Source: an optimization exercise on an open RTL-to-GDS flow (aim: small area). Production flows keep margins and buffers that such runs may drop. In this exercise RTL edits were held to simulation tests only and were not proved equivalent to the original. No activity file was given, so power comes from the tool's default toggle rates.

--- flow/config.mk ---
export PLATFORM = sky130hd
export DESIGN_NAME = b14
export DESIGN_NICKNAME = b14
export VERILOG_FILES = /design/flow/design.v
export SDC_FILE = /design/flow/constraint.sdc
export NUM_CORES = 4
export LEC_CHECK = 0
export CAP_MARGIN = 20
export CORE_MARGIN = 2
export CORE_UTILIZATION = 40
export SLEW_MARGIN = 20
--- flow/constraint.sdc ---
create_clock -name core_clock -period 11.0 [get_ports {clock}]
set_input_delay 2.2000 -clock core_clock [delete_from_list [all_inputs] [get_ports {clock}]]
set_output_delay 2.2000 -clock core_clock [all_outputs]
set_load 0.01 [all_outputs]
--- flow/design.v ---
module b14 (clock, reset, addr, datai, datao, rd, wr);
input         clock;
input         reset;
output [31:0] addr;
input  [31:0] datai;
output [31:0] datao;
output        rd;
output        wr;
reg  [31:0] datao;
reg         rd;
reg         wr;
reg  [31:0] reg0, reg1, reg2, reg3;
reg  [3:0]  vld;
reg         swp;
reg         B;
reg  [1:0]  d;
reg         state;           
reg  [30:0] ir;              
reg  [19:0] addr_lo;
reg         addr_hi;         
assign addr = {{12{addr_hi}}, addr_lo};
wire [1:0]  s    = ir[30:29];
wire [1:0]  mf   = ir[28:27];
wire [2:0]  df   = ir[26:24];
wire        cf   = ir[23];
wire [3:0]  ff   = ir[22:19];
wire [19:0] tail = ir[19:0];
wire fetch = ~state;
wire exec  = state;
wire [30:0] absd;
wire [31:0] lo_nz;                           
assign lo_nz[0] = 1'b0;
genvar gi;
generate for (gi = 0; gi < 31; gi = gi + 1) begin : g_abs
  assign lo_nz[gi+1] = lo_nz[gi] | datai[gi];
  assign absd[gi]    = datai[gi] ^ (datai[31] & lo_nz[gi]);
end endgenerate
wire [1:0]  rsel = s | {2{fetch}};
wire [1:0]  psel = {rsel[1], rsel[0] ^ (rsel[1] & swp)};
wire [3:0]  rs   = {psel == 2'd3, psel == 2'd2, psel == 2'd1, psel == 2'd0} & vld & {4{~reset}};
wire [31:0] r    = ({32{rs[0]}} & reg0) | ({32{rs[1]}} & reg1)
                 | ({32{rs[2]}} & reg2) | ({32{rs[3]}} & reg3);
wire [2:0]  xs   = {mf[1] & mf[0] & swp, mf[1] & mf[0] & ~swp, mf[1] & ~mf[0]} & vld[3:1];
wire [19:0] xoff = ({20{xs[0]}} & reg1[19:0]) | ({20{xs[1]}} & reg2[19:0])
                 | ({20{xs[2]}} & reg3[19:0]);
wire [31:0] m = (mf == 2'd0) ? {12'd0, tail} : datai;
wire alu_w   = ~cf & (df != 3'd7);            
wire st      = ~cf & (df == 3'd7);            
wire ff12    = (ff == 4'd12);
wire alu     = exec & alu_w;
wire cmpop   = exec & cf;
wire f_neg   = alu & (ff == 4'd0);
wire f_mov   = alu & (ff[3:2] == 2'b00) & (ff[1:0] != 2'b00);    
wire f_arith = alu & ((ff[3:2] == 2'b01) | (ff[3:2] == 2'b10));  
wire f_sub   = ff[3] ? ff[0] : ff[1];
wire f_shr   = alu & ff12 & ~mf[1];
wire f_shl   = alu & ff12 & mf[1];
wire adj     = cmpop & (ff[2:1] == 2'b11);    
wire        sx29   = r[31] & (|r[28:0]);     
wire [31:0] r29    = {{3{sx29}}, r[28:0]};    
wire [31:0] radj   = {r[31], r[30] & ~(adj & ~r[31]), r[29:0]};
wire        sel_r   = (exec & ~(f_neg | f_mov | f_shr | f_shl));
wire [31:0] a = ({32{sel_r}} & radj)
              | ({32{fetch}} & r29)
              | ({32{f_shr}} & {r[31], r[31:1]})
              | ({32{f_shl}} & {r29[30:0], 1'b0});
wire        use_m  = exec & ~(f_shr | f_shl);
wire        inv_b  = cmpop | f_neg | (f_arith & f_sub);
wire [31:0] b      = (({32{use_m}} & m) ^ {32{inv_b}}) | {28'd0, fetch, 3'd0};
wire        cin    = inv_b | (f_shr & r[31] & r[0]);
wire [31:0] sum;
wire        c32;
rca #(32) u_add (.a(a), .b(b), .ci(cin), .s(sum), .co(c32));
wire lt  = a[31] ^ b[31] ^ c32;
wire eq  = (sum == 32'd0);
wire cmp = (ff[2:1] == 2'b01) ? eq : (ff[2:1] == 2'b10) ? (lt | eq) : lt;
wire b_cmp = (cmp ^ ff[0]) | (ff[3] & B);
wire        sx30 = sum[31] & (|sum[29:0]);
wire        sx29t = sum[31] & (|sum[28:0]);
wire        t29  = f_shr & mf[0] & B;         
wire [31:0] w;
assign w[28:0] = sum[28:0];
assign w[29]   = t29 ? sx29t : sum[29];
assign w[31:30] = t29 ? {2{sx29t}} : f_arith ? {2{sx30}} : sum[31:30];
reg [1:0] dn;
always @* begin
  dn = d;
  if (alu) begin
    case (df)
      3'd4: if (B)  dn = 2'd3;
      3'd5: if (~B) dn = 2'd3;
      3'd6: ;
      default: dn = df[1:0];
    endcase
  end
end
wire wr_d   = alu & ~(ff == 4'd1) & ~(ff[3:2] == 2'b11 & ff[1:0] != 2'b00);
wire mv23   = alu & (ff == 4'd1);
wire [1:0] ldst = fetch ? 2'd3 : mv23 ? 2'd2 : dn;
wire [1:0] pdst = {ldst[1], ldst[0] ^ (ldst[1] & swp)};
wire       wany = wr_d | mv23 | fetch;
wire we0 = wany & (pdst == 2'd0);
wire we1 = wany & (pdst == 2'd1);
wire we2 = wany & (pdst == 2'd2);
wire we3 = wany & (pdst == 2'd3);
wire memop = cf | (alu_w & ~(ff[3:2] == 2'b11));
wire ld    = memop & (mf != 2'd0);
wire [19:0] ea;
wire        ea_co;
rca #(20) u_ea (.a(tail), .b(xoff), .ci(1'b0), .s(ea), .co(ea_co));
always @(posedge clock) begin
  if (we0) reg0 <= w;
  if (we1) reg1 <= w;
  if (we2) reg2 <= w;
  if (we3) reg3 <= w;
  ir <= absd;
  if (reset | (exec & st)) datao <= r;
end
always @(posedge clock) begin
  if (reset) begin
    vld <= 4'd0;
    swp <= 1'b0;
    B <= 1'b0; d <= 2'd0; state <= 1'b0;
    addr_lo <= 20'd0; addr_hi <= 1'b0;
    rd <= 1'b0; wr <= 1'b0;
  end else begin
    state <= ~state;
    d <= dn;
    if (we0) vld[0] <= 1'b1;
    if (we1) vld[1] <= 1'b1;
    if (we2) vld[2] <= 1'b1;
    if (mv23) swp <= ~swp;
    if (we3) vld[3] <= 1'b1;
    if (cmpop) B <= b_cmp;
    else if (f_shl & mf[0]) B <= 1'b0;
    if (fetch) begin
      addr_lo <= r[19:0];
      addr_hi <= r[31] & (|r[19:0]);
    end else if (ld | st) begin
      addr_lo <= ea;
      addr_hi <= 1'b0;
    end
    rd <= fetch | (exec & ld);
    wr <= exec & st;
  end
end
endmodule
module rca #(parameter W = 32) (a, b, ci, s, co);
input  [W-1:0] a, b;
input          ci;
output [W-1:0] s;
output         co;
wire [W:0] c;
assign c[0] = ci;
genvar i;
generate for (i = 0; i < W; i = i + 1) begin : g
  assign s[i]   = a[i] ^ b[i] ^ c[i];
  assign c[i+1] = (a[i] & b[i]) | (a[i] & c[i]) | (b[i] & c[i]);
end endgenerate
assign co = c[W];
endmodule
--- flow/flow/run.sh ---
#!/bin/bash
# The standard layout (standard.sh), with two changes to what it inserts:
#  - port buffers are buf_1 instead of the default delay cells;
#  - a smaller clock tree: clkbuf_4 only, sinks clustered 10 at a time, no dummy loads.
set -euo pipefail
bash standard.sh \
  BUFFER_PORTS_ARGS="-buffer_cell sky130_fd_sc_hd__buf_1" \
  CTS_ARGS="-sink_clustering_enable -repair_clock_nets -buf_list sky130_fd_sc_hd__clkbuf_4 -sink_clustering_size 10 -sink_clustering_max_diameter 50 -dont_use_dummy_load" \
  finish > flow_make.log 2>&1
--- flow/standard.sh ---
#!/bin/bash
# synth_recipe.tcl (not shown) runs the flow's synth.tcl, then flattens the netlist and writes it again
# the make line also repeats each setting of config.mk as NAME=value (left out here)
make -C /OpenROAD-flow-scripts/flow DESIGN_CONFIG=/design/flow/config.mk WORK_HOME=/design/flow/orfs CLKGATE_MAP_FILE= SYNTH_SCRIPT=/design/flow/synth_recipe.tcl "${@:-finish}"
==> results.py <==
metrics = {
    "status": {
        "outcome": "complete, but fails checks",
        "so.violations": "setup timing",
    },
    "routing": {
        "drt_iter0_drc": 1123,
        "vias_per_cell": 5.62,
        "first_pass_iters": 8,
        "finalWirelength_microns": 33800,
        "vias": 8976,
        "drc": 0,
        "wire_per_inst_microns": 21.2,
        "drtAntennaViolNets": 0,
    },
    "floorplan": {
        "core_area_sq_mm": 0.0280,
        "num_rows": 61,
        "die_w_microns": 173,
        "ioPinCount": 100,
        "initial_core_util_pct": 40.9,
        "die_h_microns": 173,
        "die-area_sq_mm": 0.0300,
    },
    "synthesis": {
        "ys_types": 69,
        "syn_inst": 1028,
        "synth_edf_count": 160,
        "synth-seq-cells": 223,
        "synth_flop_cell": "edfxtp_1",
        "synth_area_leaders": "edfxtp_1 (42%), dfxtp_1 (11%), fa_1 (8.7%)",
        "synth_top_area_cell": "edfxtp_1",
        "yosysSeqAreaShare_pct": 52.9,
        "syn_nets": 1115,
        "synth_area_per_cell_sq_um": 11.1,
        "synthDominantCellAreaShare_pct": 41.9,
        "synthArstFlopShare_pct": 0,
        "syn-cell-area_sq_mm": 0.0115,
        "yosys_warnings": 1,
    },
    "layout": {
        "final_cell_mix": "nand2_1 (174), edfxtp_1 (160), buf_4 (127), buf_1 (98), a21oi_1 (67)",
        "final_cells": 1598,
        "drive_gt1_share_pct": 21.0,
        "seq_area_sq_mm": 0.00607,
        "syn_to_final_growth_pct": 18.3,
        "fillCellCount": 2638,
        "multi_input_area_sq_mm": 0.00508,
        "final_common_cell": "nand2_1",
        "fin_area_sq_mm": 0.0136,
        "fin_nets": 1308,
    },
    "min_path": {
        "hp-start": "addr_lo[16]",
        "holdPathEnd": "addr_lo[16]",
        "min_path_cells": 2,
        "min_path_type": "reg -> reg",
    },
    "clock_network": {
        "root_buffer": "clkbuf_4",
        "htreeDepth": 1,
        "clock_sinks": 223,
        "path_clk_slew_ns": 0.11,
        "cts_tree": "done",
        "insertion_delay_ns": 0.72,
        "cts_buffer_depth": 3,
        "cts-buffers-inserted": 31,
    },
    "worst_setup_path": {
        "ff2ff_path_depth": 49,
        "crit_slowest_cell": "fa_1",
        "r2r_start": "state",
        "critical_path_arrival_ns": 13.96,
        "worstSetupEndpointType": "register",
        "reg2reg_slack_ns": -1.31,
        "max_stage_delay_ns": 0.44,
        "startpoint_type": "input pin",
        "cp.required_ns": 11.66,
        "reg2reg_to": "B",
        "worstPathMaxFanout": 4,
        "crit_type": "in -> reg",
        "crit_top_cell": "fa_2",
    },
    "timing": {
        "setup_tns_ns": -44.83,
        "post-route-min-period_ns": 13.29,
        "setup_slack_ns": -2.29,
        "skew_ns": 0.0666,
        "setup_viol_count_final": 41,
        "worst_pin_slew_ns": 0.749,
        "rsz0062_at_grt": "true",
        "hold_viol_final": 0,
        "worst_hold_slack_ns": 0.449,
        "drv_slew": 0,
        "slew-limit-headroom_pct": 49.9,
        "fmax_mhz": 75.2,
        "period_share_pct": 121,
    },
    "job": {
        "max_cap_violations": 0,
    },
    "global_route": {
        "grt_max_degree": 52,
        "grt_pass1_wl_microns": 51700,
        "grt_usage_pct": 22.1,
        "first_global_vias": 8860,
        "antenna_found_initial": 1,
        "grt_overflow": 0,
    },
    "power": {
        "power_density_mw_per_mm2": 148,
        "peakVddDrop_uv": 85.2,
        "p_leak_uw": 0.00501,
    },
    "place": {
        "gp_congestion": 0.913,
        "portBuffers": 99,
        "placed_cells": 1560,
        "place_area_sq_mm": 0.0131,
        "hpwl_microns": 24000,
    },
}
-- kinds of logic (layout without fill, tap and decap cells) --
kind of cell               count (synthesis)  after routing  share of synthesized area (%)
and+or+nand+nor                          297            297                           12.2
AOI/OAI and AO/OA                        247            247                           15.0
DFF                                      223            223                           52.9
buffers and inverters                    129            320                           4.69
xor gates and xnor gates                  69             69                           5.27
adders and majority gates                 53             53                           9.06
muxes                                     10             10                          0.895
other                                      0              1                              0
-- layer usage --
| layer | up-vias | global-route usage, % | wire length [microns] |
|---|---|---|---|
| li1 | 4125 | - | - |
| met1 | 4366 | 29.5 | 14100 |
| met2 | 405 | 36.5 | 15900 |
| met3 | 80 | 3.27 | 2450 |
| met4 | 0 | 8.72 | 1390 |
| met5 | - | 0 | 0 |
-- Yosys cell counts, types with 4 or more instances --
| master | n |
|---|---|
| nand2_1 | 174 |
| edfxtp_1 | 160 |
| a21oi_1 | 72 |
| dfxtp_1 | 63 |
| clkbuf_1 | 52 |
| inv_1 | 51 |
| fa_1 | 50 |
| a222oi_1 | 41 |
| o21ai_0 | 40 |
| xnor2_1 | 38 |
| nor2_1 | 35 |
| xor2_1 | 31 |
| o211ai_1 | 18 |
| nor4_1 | 17 |
| buf_4 | 12 |
| o22ai_1 | 9 |
| a22o_1 | 8 |
| mux2i_1 | 8 |
| a22oi_1 | 7 |
| buf_1 | 7 |
| buf_2 | 7 |
| nand3_1 | 7 |
| nor2b_1 | 7 |
| a221o_1 | 6 |
| nand4_1 | 6 |
| nor3_1 | 6 |
| o31ai_1 | 6 |
| a211oi_1 | 5 |
| and2_1 | 5 |
| and3_1 | 5 |
| nand2b_1 | 5 |
| a221oi_1 | 4 |
| a31oi_1 | 4 |
| o22a_1 | 4 |
| or2_2 | 4 |
-- final cells by class --
cell class                      instances  share of cell area [%]
Timing Repair Buffer                  238                    11.0
Tap cell                              378                    3.49
Antenna cell                            1                  0.0185
Multi-Input combinational cell        676                    37.5
Sequential cell                       223                    44.7
Inverter                               51                    1.54
Clock buffer                           31                    1.72
-- metrics by stage --
stage | utilization [%] | setup slack (ns) | power [uW]
floorplan | - | -2.75 | 1370
global placement | 46.8 | -3.01 | 1580
detailed placement | 46.8 | -3.23 | 1590
CTS | 48.2 | -2.30 | 2010
global route | 48.4 | -2.67 | 2100
finish | 48.4 | -2.29 | 2000
-- report_power, final --
part,internal (uW),switching [uW]
registers,1040,50.8
logic,206,308
clock network,128,270
total,1370,629
-- worst max-delay path: cells and delay by family --
family | cells | cell delay, ns
AO/OA/AOI/OAI | 5 | 0.90
XOR/XNOR | 1 | 0.13
adder cells (fa/ha/maj) | 32 | 9.50
buffers and inverters | 6 | 0.42
AND/OR/NAND/NOR | 5 | 0.80
-- state kept, by name, summed over array words and instances, names as in the netlist, 2 cells and up --
name,flops
ir,31
d,2
reg3,32
reg0,32
datao,32
vld,4
reg2,32
reg1,32
addr_lo,20
-- worst max-delay path by stage --
stage	start	endpoint	slack, ns	cells after the start
floorplan	reset	B	-2.75	51
global placement	reset	B	-3.01	49
detailed placement	reset	B	-3.23	49
CTS	reset	B	-2.30	49
global route	reset	B	-2.67	49
finish	reset	B	-2.29	49
-- repair_timing --
item / in CTS / in global routing
endpoints found under the setup margin: 45 / 46
pin swaps: 2 / 1
hold buffers: 0 / 0
endpoints found under the hold margin: 0 / 0
resized for setup: 26 / 12
setup buffers: 6 / 4

==> what the ideal ports hide <==
The flow's constraints put no driver on any port. The routed layout listed below was extracted and timed again, unchanged, in two steps.
Step 1 sets driving cells, clkbuf_16 on the clock port and buf_2 on the other inputs (assumed; they add their load-dependent delay and slew).
Step 2 also shifts input and output timing later by t, the mid clock arrival at the registers, as if the neighbouring blocks saw the same clock.
a / b / c = ideal ports / drivers / drivers and shift; a / b = the first two.
shift t [ns]: 0.730
setup slack, ns: -2.295 / -2.346 / -3.076
worst data-port slew with drivers (ns): 0.09
The setup slack of this run moves by -0.051 ns with the drivers and by -0.781 ns with both steps.
